Source: an optimization exercise on an open RTL-to-GDS flow (aim: small area, a short achievable clock period and few clock cycles). Production flows keep margins and buffers that such runs may drop. Only simulation tests tie the RTL to the original design; equivalence was not proved.

Design RISCV, start of the top module:
module RISCV(clk,
            rst,
            mem_wen_D_o,
            mem_addr_D_o,
            mem_wdata_D_o,
            mem_rdata_D,
            mem_addr_I_o,
            mem_rdata_I);
    input               clk, rst;
    input       [31:0]  mem_rdata_I;
    input       [63:0]  mem_rdata_D;
    output              mem_wen_D_o;
    output reg  [31:2]  mem_addr_I_o;
    output reg  [31:2]  mem_addr_D_o;
    output      [63:0]  mem_wdata_D_o;
    integer i;
    wire [31:0] inst = {mem_rdata_I[7:0], mem_rdata_I[15:8],
                        mem_rdata_I[23:16], mem_rdata_I[31:24]};
    wire [29:0] pc = mem_addr_I_o;
    wire [4:0] f_rd  = inst[11:7];
    wire [4:0] f_rs1 = inst[19:15];
    wire [4:0] f_rs2 = inst[24:20];
    wire [2:0] f_f3  = inst[14:12];
    wire f_br     =  inst[6] & ~inst[2];
    wire f_jalr   =  inst[6] &  inst[2] & ~inst[3];
    wire f_jal    =  inst[6] &  inst[3];
    wire f_load   = ~inst[6] & ~inst[5] & ~inst[4];
    wire f_opimm  = ~inst[6] & ~inst[5] &  inst[4];
    wire f_store  = ~inst[6] &  inst[5] & ~inst[4];
    wire f_op     = ~inst[6] &  inst[5] &  inst[4];
  ...
export LEC_CHECK = 0
export CAP_MARGIN = 30
export CELL_PAD_IN_SITES_DETAIL_PLACEMENT = 1
export CORE_MARGIN = 2
export CORE_UTILIZATION = 42
export PLACE_DENSITY = 0.5
export SETUP_SLACK_MARGIN = 5
export SLEW_MARGIN = 40
export TNS_END_PERCENT = 20
create_clock -name core_clock -period 8.5 [get_ports {clk}]
standard.sh (not shown) runs the stock make flow with config.mk's settings and CLKGATE_MAP_FILE= SYNTH_SCRIPT=/design/flow/synth_recipe.tcl, a recipe that flattens the netlist after the stock synthesis.
==> flow/flow/run.sh <==
#!/bin/bash
set -euo pipefail
here=$(pwd)
bash standard.sh \
  'ADDER_MAP_FILE=' \
  'BUFFER_PORTS_ARGS=-buffer_cell sky130_fd_sc_hd__buf_4' \
  'CTS_ARGS=-sink_clustering_enable -repair_clock_nets -dont_use_dummy_load -buf_list sky130_fd_sc_hd__clkbuf_16 -sink_clustering_size 20 -sink_clustering_max_diameter 80' \
  "POST_GLOBAL_ROUTE_TCL=$here/flow/post_grt.tcl" \
  finish > make.log 2>&1
==> flow/flow/post_grt.tcl <==
# After global routing: repair antennas again with a 30% ratio margin, so
# that detailed routing rarely leaves antenna violations to repair (each
# repair after detailed routing reroutes the design).
repair_antennas -ratio_margin 30 -iterations 3
check_placement -verbose
The first run finished clean.
Testbench counts at the start, summed over its fixed seeds: cycles 120,139.
Rerun with:
- TNS_END_PERCENT: 20 -> 3
Critical path depth is lower by 2.
Routed wire length is lower by 4.1%.
Design area is lower by 6.1%.

RISCV, a different RTL version from the one above (not shown whole).
For scale: roughly 9900 cells after synthesis, roughly 220 I/O pins.
export LEC_CHECK = 0
export CAP_MARGIN = 20
export CELL_PAD_IN_SITES_DETAIL_PLACEMENT = 1
export CORE_MARGIN = 2
export CORE_UTILIZATION = 42
export PLACE_DENSITY = 0.5
export SETUP_SLACK_MARGIN = 5
export SLEW_MARGIN = 20
create_clock -name core_clock -period 8.5 [get_ports {clk}]
==> flow/flow/run.sh <==
#!/bin/bash
set -euo pipefail
here=$(pwd)
bash standard.sh \
  'ADDER_MAP_FILE=' \
  'BUFFER_PORTS_ARGS=-buffer_cell sky130_fd_sc_hd__buf_4' \
  'CTS_ARGS=-sink_clustering_enable -repair_clock_nets -dont_use_dummy_load -buf_list sky130_fd_sc_hd__clkbuf_8' \
  "POST_GLOBAL_ROUTE_TCL=$here/flow/post_grt.tcl" \
  finish > make.log 2>&1
Scripts as last shown in full above: flow/flow/post_grt.tcl
The baseline completed, yet does not pass: slew limit.
Testbench counts at the start, summed over its fixed seeds: cycles 120,139.
Edit:
==> flow/flow/run.sh (replaced) <==
#!/bin/bash
set -euo pipefail
here=$(pwd)
bash standard.sh \
  'ADDER_MAP_FILE=' \
  'BUFFER_PORTS_ARGS=-buffer_cell sky130_fd_sc_hd__buf_4' \
  'CTS_ARGS=-sink_clustering_enable -repair_clock_nets -dont_use_dummy_load -buf_list sky130_fd_sc_hd__clkbuf_16 -sink_clustering_size 20 -sink_clustering_max_diameter 80' \
  "POST_GLOBAL_ROUTE_TCL=$here/flow/post_grt.tcl" \
  finish > make.log 2>&1
Effect:
- The changed run finished but failed the layout checks on slew limit
- sequential share of layout area went down by 0.90 points
- flip-flop and latch count is unchanged
- clock skew went down by 0.040 ns
- final cell count barely changes
- cell area went up by about 2%
- wire length went up by about 1.4%
- via count barely changes
- critical path depth is unchanged
- non-clock buffer count went up by 249
- global-route usage went up by 0.52 points

==> afterwards: timing with drivers on the ports <==
The results above use ideal ports. As a check the final layouts listed here were re-extracted and re-timed, cells and wires unchanged. Step 1, drivers: a clkbuf_16 drives clk and a buf_2 each remaining input, both assumed. Step 2, shift: input delay + t, output delay - t, t = (earliest + latest rising clock arrival at the registers) / 2. This alone moves slack from input paths to output paths. a / b / c = ideal ports / drivers / drivers and shift; a / b = the first two.
run | t (ns) | setup WS [ns] | latest minus earliest clock arrival (ns)
the first run of note 1 | 1.010 | 4.209 / 4.141 / 3.131 | 0.158 / 0.158
the second run of note 1 | 0.993 | 3.949 / 4.038 / 3.045 | 0.154 / 0.154
the first run of note 2 | 1.206 | 4.028 / 4.028 / 3.126 | 0.192 / 0.193
the second run of note 2 | 1.010 | 4.106 / 4.106 / 3.271 | 0.153 / 0.152
For the first run of note 1, which loses most, drivers alone change the setup slack by -0.068 ns; drivers and shift together by -1.078 ns.
